What follows belongs to an exercise in optimizing a design on an open flow for small area and a short achievable clock period; a production flow would make more cautious choices. Where RTL was checked, it was by simulation tests only, not by an equivalence proof against the original.

job 5298:
## top
module top (input logic clk, rst,
            input logic enable, din,
            input logic signed [10:0] x,
            output logic signed [11:0] q,
            output logic spike);
Size in the first run: about 2800 cells after synthesis, roughly 400 flip-flops, roughly 28 I/O pins, roughly 29000 sq um of cells after synthesis.
export LEC_CHECK = 0
export CAP_MARGIN = 20
export CORE_MARGIN = 2
export CORE_UTILIZATION = 40
export SETUP_SLACK_MARGIN = 5
export SLEW_MARGIN = 60
export SYNTH_HIERARCHICAL = 1
export SYNTH_MINIMUM_KEEP_SIZE = 0
create_clock -name core_clock -period 12.0 [get_ports {clk}]
standard.sh (not shown) runs the stock make flow with config.mk's settings and CLKGATE_MAP_FILE= SYNTH_SCRIPT=/design/flow/synth_recipe.tcl, a recipe that flattens the netlist after the stock synthesis.
==> flow/flow/run.sh <==
#!/bin/bash
# Standard ORFS layout (the standard.sh), with timing repair aimed at a
# setup slack of 8.0 ns at the design's 12 ns clock, so that the resizer keeps
# improving paths that already meet 12 ns.  Logs: standard.log and orfs/logs.
set -euo pipefail
bash standard.sh SETUP_SLACK_MARGIN=8.0 BUFFER_PORTS_ARGS="-buffer_cell sky130_fd_sc_hd__buf_2" finish > standard.log 2>&1
Job 5298 did not stop at any stage, and its layout met the timing, DRC and antenna checks.
Inputs modified between job 5298 and job 9600:
==> flow/run.sh (new file) <==
#!/bin/bash
# synth_recipe.tcl (not shown) runs the flow's synth.tcl, then flattens the netlist and writes it again
# the make line also repeats each setting of config.mk as NAME=value (left out here)
make -C /OpenROAD-flow-scripts/flow DESIGN_CONFIG=/design/flow/config.mk WORK_HOME=/design/flow/orfs CLKGATE_MAP_FILE= SYNTH_SCRIPT=/design/flow/synth_recipe.tcl finish
removed: flow/flow/run.sh
removed: flow/standard.sh
Results
Job 5298: flow completed, timing, DRC and antenna clean
Job 9600 finished end to end and its layout was clean on timing, DRC and antenna.
Diff job 9600 and job 5298: largest stage delay on the critical path lower in job 5298
Job 9600 against job 5298: ratio of routed vias to standard cells rose by about 0.56%; wire length of the first global-routing pass rose by 480 um; buffering overhead fell by 0.53 points.
Of the two values seen for most common cell after layout, fill and taps aside, sky130_fd_sc_hd__dfxtp_1 was produced by job 9600 and sky130_fd_sc_hd__fa_1 by job 5298.
> inputs changed (job 9600 -> job 7248)
# job 9600
export LEC_CHECK = 0
export CAP_MARGIN = 20
export CORE_MARGIN = 2
export CORE_UTILIZATION = 40
export SETUP_SLACK_MARGIN = 5
export SLEW_MARGIN = 60
export SYNTH_HIERARCHICAL = 1
export SYNTH_MINIMUM_KEEP_SIZE = 0
create_clock -name core_clock -period 12.0 [get_ports {clk}]
# job 7248
export LEC_CHECK = 0
export CAP_MARGIN = 20
export CORE_MARGIN = 2
export CORE_UTILIZATION = 50
export PLACE_DENSITY = 0.6
export SETUP_SLACK_MARGIN = 5
export SLEW_MARGIN = 40
export SYNTH_HIERARCHICAL = 1
export SYNTH_MINIMUM_KEEP_SIZE = 0
create_clock -name core_clock -period 12.0 [get_ports {clk}]
[summary]
- Job 7248 closes out successfully: all stages finished, all timing, DRC and antenna checks passed.
- [compare] base=job 9600 new=job 7248: arrival time of the worst setup path fell 0.04 ns, estimated wirelength of the detail-placed design fell about 1.1%.
- In job 7248, the worst hold slack across all endpoints came out 0.0083 ns above the value in job 9600.
- Cmp job 7248 vs job 9600: routed wire length lower in job 7248
- Job 9600 and job 7248 ended up with roughly the same total area of multi-input combinational cells.
- Taking job 9600 as the reference, in job 7248 time the worst path needs with I/O delays and setup level, detailed-routing wirelength on met1 moved down, total non-filler cell area in the finished layout moved down.

* * *

top, a different RTL version from the one above (not shown whole).
For scale: about 3400 cells after synthesis, about 28 I/O pins.
export LEC_CHECK = 0
export ABC_AREA = 1
export CAP_MARGIN = 20
export CORE_MARGIN = 2
export CORE_UTILIZATION = 40
export SETUP_SLACK_MARGIN = 5
export SLEW_MARGIN = 20
export SYNTH_HIERARCHICAL = 1
export SYNTH_MINIMUM_KEEP_SIZE = 0
create_clock -name core_clock -period 12.0 [get_ports {clk}]
==> flow/flow/run.sh <==
#!/bin/bash
# Standard ORFS layout (the standard.sh), with timing repair aimed at a
# setup slack of 8.2 ns at the design's 12 ns clock, so that the resizer keeps
# improving paths that already meet 12 ns.  Logs: standard.log and orfs/logs.
set -euo pipefail
bash standard.sh SETUP_SLACK_MARGIN=8.2  BUFFER_PORTS_ARGS="-buffer_cell sky130_fd_sc_hd__buf_2" finish > standard.log 2>&1
Change:
==> flow/flow/run.sh (replaced) <==
#!/bin/bash
# Standard ORFS layout (the standard.sh), with timing repair aimed at a
# setup slack of 8.3 ns at the design's 12 ns clock, so that the resizer keeps
# improving paths that already meet 12 ns.  Logs: standard.log and orfs/logs.
set -euo pipefail
bash standard.sh SETUP_SLACK_MARGIN=8.3  BUFFER_PORTS_ARGS="-buffer_cell sky130_fd_sc_hd__buf_2" finish > standard.log 2>&1
The changed run produced a clean layout; routed wire length is about the same; global-route usage is about the same; via count rises by 0.85%.
Function was not checked in any run of this note: the RTL went through the layout flow alone.

* * *

Setup of epsilon:
top, a different RTL version from the one above (not shown whole).
Size in the first run: ~320 flip-flops, ~28 I/O pins, about 28000 sq um of cells after synthesis.
make LEC_CHECK=0 ABC_CLOCK_PERIOD_IN_PS=3500 CAP_MARGIN=20 CORE_MARGIN=2 CORE_UTILIZATION=40 SETUP_SLACK_MARGIN=5 SLEW_MARGIN=60 finish   # period 12.0 ns
run.sh (not shown) runs the stock make flow with config.mk's settings and CLKGATE_MAP_FILE= SYNTH_SCRIPT=/design/flow/synth_recipe.tcl, a recipe that flattens the netlist after the stock synthesis.
Stock flow here: none of the scripts above is used.
epsilon ended with every stage complete and zero timing, DRC or antenna violations.
The inputs of beta differ from those of epsilon as listed below.
Settings: a change of SLEW_MARGIN from 60 to 20; a deleted SETUP_SLACK_MARGIN that had been 5; a deleted ABC_CLOCK_PERIOD_IN_PS that had been 3500.
Results
The placed cell count of beta and that of epsilon are within noise of each other.
On share of the final layout cell area in sequential cells, epsilon and beta are basically level.
Re flip-flop and latch count: no difference whatsoever between epsilon and beta.
Comparing epsilon and beta, the lower arrival time of data at the critical path endpoint was measured on epsilon.
Non-filler instance count after layout delta (epsilon -> beta): insignificant

* * *

top with an RTL version that a note above also has.
Size in the first run: ~2,800 cells after synthesis, roughly 400 flip-flops, ~0.029 mm² of cells after synthesis.
Settings: LEC_CHECK=0, CAP_MARGIN=20, CORE_MARGIN=2, CORE_UTILIZATION=40, SETUP_SLACK_MARGIN=5, SLEW_MARGIN=60, SYNTH_HIERARCHICAL=1, SYNTH_MINIMUM_KEEP_SIZE=0; clock period 12.0 ns.
standard.sh (not shown) runs the stock make flow with config.mk's settings and CLKGATE_MAP_FILE= SYNTH_SCRIPT=/design/flow/synth_recipe.tcl, a recipe that flattens the netlist after the stock synthesis.
==> flow/flow/run.sh <==
#!/bin/bash
# Standard ORFS layout (the standard.sh), with timing repair aimed at a
# setup slack of 8.6 ns at the design's 12 ns clock, so that the resizer keeps
# improving paths that already meet 12 ns.  Logs: standard.log and orfs/logs.
set -euo pipefail
bash standard.sh SETUP_SLACK_MARGIN=8.6 finish > standard.log 2>&1
The first run completed without violations.
Edit:
==> flow/flow/run.sh (replaced) <==
#!/bin/bash
# Standard ORFS layout (the standard.sh), with timing repair aimed at a
# setup slack of 8.0 ns at the design's 12 ns clock, so that the resizer keeps
# improving paths that already meet 12 ns.  Logs: standard.log and orfs/logs.
set -euo pipefail
bash standard.sh SETUP_SLACK_MARGIN=8.0 TNS_END_PERCENT=0 BUFFER_PORTS_ARGS="-buffer_cell sky130_fd_sc_hd__buf_2" finish > standard.log 2>&1
After rerunning:
- The new run passed the timing, DRC and antenna checks
- global-route usage falls by 1.3 points
- cell count falls by a few percent
- setup slack degrades by 0.11 ns
- non-clock buffer count falls by 217
- worst hold slack hardly moves
- design area falls by roughly a tenth
- first-iteration DRC count rises by roughly a tenth
- maximum frequency falls by a few percent
- die area stays the same
- clock-buffer cell count rises by 1
Edit:
--- a/flow/flow/run.sh
+++ b/flow/flow/run.sh
@@ -5,2 +5,2 @@
 set -euo pipefail
-bash standard.sh SETUP_SLACK_MARGIN=8.0 TNS_END_PERCENT=0 BUFFER_PORTS_ARGS="-buffer_cell sky130_fd_sc_hd__buf_2" finish > standard.log 2>&1
+bash standard.sh SETUP_SLACK_MARGIN=8.0 finish > standard.log 2>&1
The new run completed with no timing, DRC or antenna violations.
Final cell count rose slightly.
Via count went up slightly.
Worst setup slack gains 0.13 ns.
Register-to-register slack gets better by 0.13 ns.
Final area climbs by a few percent.
Utilization went up by 1.3 points.
Global-route usage barely changes.
Fmax went up by a few percent.

* * *

Setup of main:
Another version of the RTL of top (not shown whole).
Size: ~350 flip-flops, about 28 I/O pins, about 0.027 mm2 of cells after synthesis.
clock: 12.0 ns
lec_check: 0
abc_clock_period_in_ps: 2500
cap_margin: 60
core_margin: 2
core_utilization: 40
setup_slack_margin: 5
slew_margin: 85
synth_hierarchical: 1
synth_minimum_keep_size: 0
run.sh (not shown) runs the stock make flow with config.mk's settings and CLKGATE_MAP_FILE= SYNTH_SCRIPT=/design/flow/synth_recipe.tcl, a recipe that flattens the netlist after the stock synthesis.
Stock flow here: none of the scripts above is used.
Input-level comparison between the feature branch and main:
# main
export LEC_CHECK = 0
export ABC_CLOCK_PERIOD_IN_PS = 2500
export CAP_MARGIN = 60
export CORE_MARGIN = 2
export CORE_UTILIZATION = 40
export SETUP_SLACK_MARGIN = 5
export SLEW_MARGIN = 85
export SYNTH_HIERARCHICAL = 1
export SYNTH_MINIMUM_KEEP_SIZE = 0
create_clock -name core_clock -period 12.0 [get_ports {clk}]
# the feature branch
export LEC_CHECK = 0
export ABC_CLOCK_PERIOD_IN_PS = 3500
export CAP_MARGIN = 20
export CORE_MARGIN = 2
export CORE_UTILIZATION = 40
export SETUP_SLACK_MARGIN = 5
export SLEW_MARGIN = 60
export SYNTH_HIERARCHICAL = 1
export SYNTH_MINIMUM_KEEP_SIZE = 0
create_clock -name core_clock -period 12.0 [get_ports {clk}]
### Flow results
Count of cells resized by post-cts repair in the feature branch is 38 lower than in main
Compared to main, the router laid down less metal wire for the feature branch.
The feature branch: all stages complete, timing, DRC and antenna checks passed
Taking main as the reference, in the feature branch worst hold slack across all endpoints higher; via count lower; post-layout instance area lower; setup total negative slack roughly the same.
Final clock period utilization by the worst path: the feature branch vs main down 17 points
Global-route usage: higher on main
Share of layout cells above drive strength 1 was higher in the run labelled main.
No functional check of the RTL was part of any run of this note.

* * *

Setup of oak:
top, a different RTL version from the one above (not shown whole).
Size in the first run: roughly 400 flip-flops.
==> flow/config.mk <==
export PLATFORM = sky130hd
export DESIGN_NAME = top
export DESIGN_NICKNAME = top
export VERILOG_FILES = /design/flow/design.v
export SDC_FILE = /design/flow/constraint.sdc
export NUM_CORES = 4
export LEC_CHECK = 0
export ABC_AREA = 1
export CAP_MARGIN = 20
export CORE_MARGIN = 2
export CORE_UTILIZATION = 40
export SETUP_SLACK_MARGIN = 5
export SLEW_MARGIN = 60
export SYNTH_HIERARCHICAL = 1
export SYNTH_MINIMUM_KEEP_SIZE = 0
==> flow/constraint.sdc <==
create_clock -name core_clock -period 12.0 [get_ports {clk}]
set_input_delay 2.4000 -clock core_clock [delete_from_list [all_inputs] [get_ports {clk}]]
set_output_delay 2.4000 -clock core_clock [all_outputs]
set_load 0.01 [all_outputs]
standard.sh (not shown) runs the stock make flow with config.mk's settings and CLKGATE_MAP_FILE= SYNTH_SCRIPT=/design/flow/synth_recipe.tcl, a recipe that flattens the netlist after the stock synthesis.
==> flow/flow/run.sh <==
#!/bin/bash
# Standard ORFS layout (the standard.sh), with timing repair aimed at a
# setup slack of 8.3 ns at the design's 12 ns clock, so that the resizer keeps
# improving paths that already meet 12 ns.  Logs: standard.log and orfs/logs.
set -euo pipefail
bash standard.sh SETUP_SLACK_MARGIN=8.3 BUFFER_PORTS_ARGS="-buffer_cell sky130_fd_sc_hd__buf_2" finish > standard.log 2>&1
## Diff of input files: pine against oak
Settings: SLEW_MARGIN now 20, was 60; CORE_UTILIZATION now 55, was 40; PLACE_DENSITY now 0.65, previously not set.
diff --git a/flow/flow/run.sh b/flow/flow/run.sh
--- a/flow/flow/run.sh
+++ b/flow/flow/run.sh
@@ -5,2 +5,2 @@
 set -euo pipefail
-bash standard.sh SETUP_SLACK_MARGIN=8.3 BUFFER_PORTS_ARGS="-buffer_cell sky130_fd_sc_hd__buf_2" finish > standard.log 2>&1
+bash standard.sh SETUP_SLACK_MARGIN=8.3 TNS_END_PERCENT=30 BUFFER_PORTS_ARGS="-buffer_cell sky130_fd_sc_hd__buf_2" finish > standard.log 2>&1
--- outcome ---
pine finished every stage and its layout cleared the timing, DRC and antenna checks.
Taking oak as the reference, in pine utilization now sits higher, non-clock inverter instance count of the final layout now sits at about the same level, detailed route wirelength on metal3 now sits higher, final worst-path setup slack now sits lower.
oak → pine: count of TritonRoute iterations in the first routing pass down 2; longest individual stage delay on the worst path up 0.06 ns; buffer share of cell area down 0.24 points.
Setup changes, pine to birch
Settings: SLEW_MARGIN now 60, was 20; PLACE_DENSITY no longer set, was 0.65; ABC_AREA no longer set, was 1; CORE_UTILIZATION now 40, was 55.
==> flow/flow/run.sh <==
#!/bin/bash
# Standard ORFS layout (the standard.sh), with timing repair aimed at a
# setup slack of 8.0 ns at the design's 12 ns clock, so that the resizer keeps
# improving paths that already meet 12 ns.  Logs: standard.log and orfs/logs.
set -euo pipefail
bash standard.sh SETUP_SLACK_MARGIN=8.0 BUFFER_PORTS_ARGS="-buffer_cell sky130_fd_sc_hd__buf_2" finish > standard.log 2>&1
## What came out
Number of non-clock buffers in the layout for birch is higher than for pine. pine → birch: synthesized cell count down 648, global-route usage dropped 8.4 points. The leading cell type in the layout, fill and taps excluded comes out sky130_fd_sc_hd__fa_1 in one run and sky130_fd_sc_hd__inv_1 in the other, namely in birch and pine respectively. In the flow results for birch and pine, the routed wire length is larger on pine. birch vs pine: critical path depth up. Run comparison: pine critical path startpoint bop[1]; birch critical path startpoint y2a[0].

* * *

Setup of run A:
top, a different RTL version from the one above (not shown whole).
Size: about 3400 cells after synthesis, roughly 400 flip-flops, roughly 28 I/O pins, roughly 0.030 mm^2 of cells after synthesis.
==> flow/config.mk <==
export PLATFORM = sky130hd
export DESIGN_NAME = top
export DESIGN_NICKNAME = top
export VERILOG_FILES = /design/flow/design.v
export SDC_FILE = /design/flow/constraint.sdc
export NUM_CORES = 4
export LEC_CHECK = 0
export ABC_AREA = 1
export CAP_MARGIN = 20
export CORE_MARGIN = 2
export CORE_UTILIZATION = 40
export SETUP_SLACK_MARGIN = 5
export SLEW_MARGIN = 20
export SYNTH_HIERARCHICAL = 1
export SYNTH_MINIMUM_KEEP_SIZE = 0
==> flow/constraint.sdc <==
create_clock -name core_clock -period 12.0 [get_ports {clk}]
set_input_delay 2.4000 -clock core_clock [delete_from_list [all_inputs] [get_ports {clk}]]
set_output_delay 2.4000 -clock core_clock [all_outputs]
set_load 0.01 [all_outputs]
==> flow/flow/run.sh <==
#!/bin/bash
# Standard ORFS layout (the standard.sh), with timing repair aimed at a
# setup slack of 8.1 ns at the design's 12 ns clock, so that the resizer keeps
# improving paths that already meet 12 ns.  Logs: standard.log and orfs/logs.
set -euo pipefail
bash standard.sh SETUP_SLACK_MARGIN=8.1  BUFFER_PORTS_ARGS="-buffer_cell sky130_fd_sc_hd__buf_2" finish > standard.log 2>&1
Setup changes, run A to run B
==> flow/flow/run.sh <==
#!/bin/bash
# Standard ORFS layout (the standard.sh), with timing repair aimed at a
# setup slack of 8.2 ns at the design's 12 ns clock, so that the resizer keeps
# improving paths that already meet 12 ns.  Logs: standard.log and orfs/logs.
set -euo pipefail
bash standard.sh SETUP_SLACK_MARGIN=8.2  BUFFER_PORTS_ARGS="-buffer_cell sky130_fd_sc_hd__buf_2" finish > standard.log 2>&1
Findings:
- Compared with run A, run B shows a worst-margin pin slew that is 0.12 ns lower.
- Worst setup path startpoint = y1n[5]$_SDFF_PP1_: run A; worst setup path startpoint = y1n[10]$_SDFF_PP1_: run B
- Run A -> run B: via total after detailed routing flat
- Sort run A and run B by non-clock buffer count, ascending, and run A comes first.
Edits applied to the flow inputs when going from run B to run C:
==> flow/flow/run.sh <==
#!/bin/bash
# Standard ORFS layout (the standard.sh), with timing repair aimed at a
# setup slack of 8.3 ns at the design's 12 ns clock, so that the resizer keeps
# improving paths that already meet 12 ns.  Logs: standard.log and orfs/logs.
set -euo pipefail
bash standard.sh SETUP_SLACK_MARGIN=8.3  BUFFER_PORTS_ARGS="-buffer_cell sky130_fd_sc_hd__buf_2" finish > standard.log 2>&1
==> comparison <==
Against run B, final critical delay including setup and external delays in run C came out better. Wire length of the first global-routing pass up 0.60% in run C wrt run B. Where routed wire length is concerned, run B is better than run C. Diff run B -> run C | sequential share of cell area | decrease of 0.67 points. Going from run B to run C, via count picked up an extra about 1.5%; headroom to the max-slew limit higher; total met2 wirelength after detailed routing has increased.
Setup changes, run C to run D
Settings: CTS_BUF_LIST: unset -> sky130_fd_sc_hd__clkbuf_8.
### Flow results
Run D went all the way through synthesis, placement and routing and the layout is clean on timing, DRC and antenna. As far as starting density of the core goes, run C and run D are indistinguishable; the numbers are identical. Between run D and run C, the slack of the worst reg-to-reg path is lower for run D. Going from run C to run D, final area decreased 190 um^2; wire length essentially unchanged; met1 global-route usage essentially unchanged.

## port drivers added, routing unchanged
How much do the figures lean on ideal ports? The routed layouts below were timed once more, with nothing changed but the port constraints.
Step 1 assumes that a clkbuf_16 drives the clock port and a buf_2 every other input.
Step 2 moves the port delays by t, midway between the first and last clock arrival at a register: inputs arrive t later, outputs are due t later. That takes back most of the time a late clock gives input paths.
Slacks: ideal / step 1 / step 2; pairs: ideal / step 1.
| run | shift t [ns] | setup WS [ns] | hold WS [ns] | worst setup path after step 2 | worst register clock-pin slew, ns |
|---|---|---|---|---|---|
| job 5298 | 0.647 | 7.928 / 7.928 / 7.570 | 0.438 / 0.438 / 0.438 | input to register | 0.07 / 0.07 |
| job 9600 | 0.647 | 7.467 / 7.496 / 6.849 | 0.427 / 0.427 / 0.427 | input to register | 0.06 / 0.06 |
| job 7248 | 0.645 | 7.466 / 7.466 / 6.887 | 0.436 / 0.436 / 0.436 | input to register | 0.06 / 0.06 |
| the first run of note 2 | 0.645 | 8.207 / 8.207 / 7.743 | 0.400 / 0.400 / 0.400 | input to register | 0.06 / 0.06 |
| the second run of note 2 | 0.641 | 8.299 / 8.299 / 7.661 | 0.400 / 0.400 / 0.400 | input to register | 0.07 / 0.07 |
| epsilon | 0.625 | 6.854 / 6.854 / 6.854 | 0.428 / 0.428 / 0.428 | register to register | 0.06 / 0.06 |
| beta | 0.617 | 6.636 / 6.636 / 6.636 | 0.431 / 0.431 / 0.431 | register to register | 0.07 / 0.07 |
| the first run of note 4 | 0.645 | 7.894 / 7.894 / 7.606 | 0.438 / 0.438 / 0.438 | input to register | 0.06 / 0.06 |
| the second run of note 4 | 0.639 | 7.786 / 7.786 / 7.477 | 0.437 / 0.437 / 0.437 | input to register | 0.06 / 0.06 |
| the third run of note 4 | 0.649 | 7.915 / 7.915 / 7.453 | 0.432 / 0.432 / 0.432 | input to register | 0.07 / 0.07 |
| main | 0.619 | 5.200 / 5.200 / 4.642 | 0.416 / 0.416 / 0.416 | input to register | 0.06 / 0.06 |
| the feature branch | 0.621 | 7.285 / 7.285 / 6.939 | 0.436 / 0.436 / 0.436 | input to register | 0.06 / 0.06 |
| oak | 0.637 | 8.331 / 8.331 / 7.832 | 0.395 / 0.395 / 0.395 | input to register | 0.07 / 0.07 |
| pine | 0.629 | 8.267 / 8.267 / 7.793 | 0.401 / 0.401 / 0.401 | input to register | 0.06 / 0.06 |
| birch | 0.641 | 8.012 / 8.012 / 7.559 | 0.433 / 0.433 / 0.433 | input to register | 0.07 / 0.07 |
| run A | 0.660 | 8.191 / 8.191 / 7.644 | 0.400 / 0.400 / 0.400 | input to register | 0.06 / 0.06 |
| run B | 0.659 | 8.339 / 8.339 / 7.760 | 0.398 / 0.398 / 0.398 | input to register | 0.06 / 0.06 |
| run C | 0.643 | 8.389 / 8.389 / 7.797 | 0.395 / 0.395 / 0.395 | input to register | 0.07 / 0.07 |
| run D | 0.690 | 8.308 / 8.308 / 7.737 | 0.396 / 0.396 / 0.396 | input to register | 0.07 / 0.07 |
After both steps setup and hold are still met in every run listed. The setup slack of the second run of note 2, which loses most, moves by 0.000 ns with the drivers and by -0.638 ns with both steps.
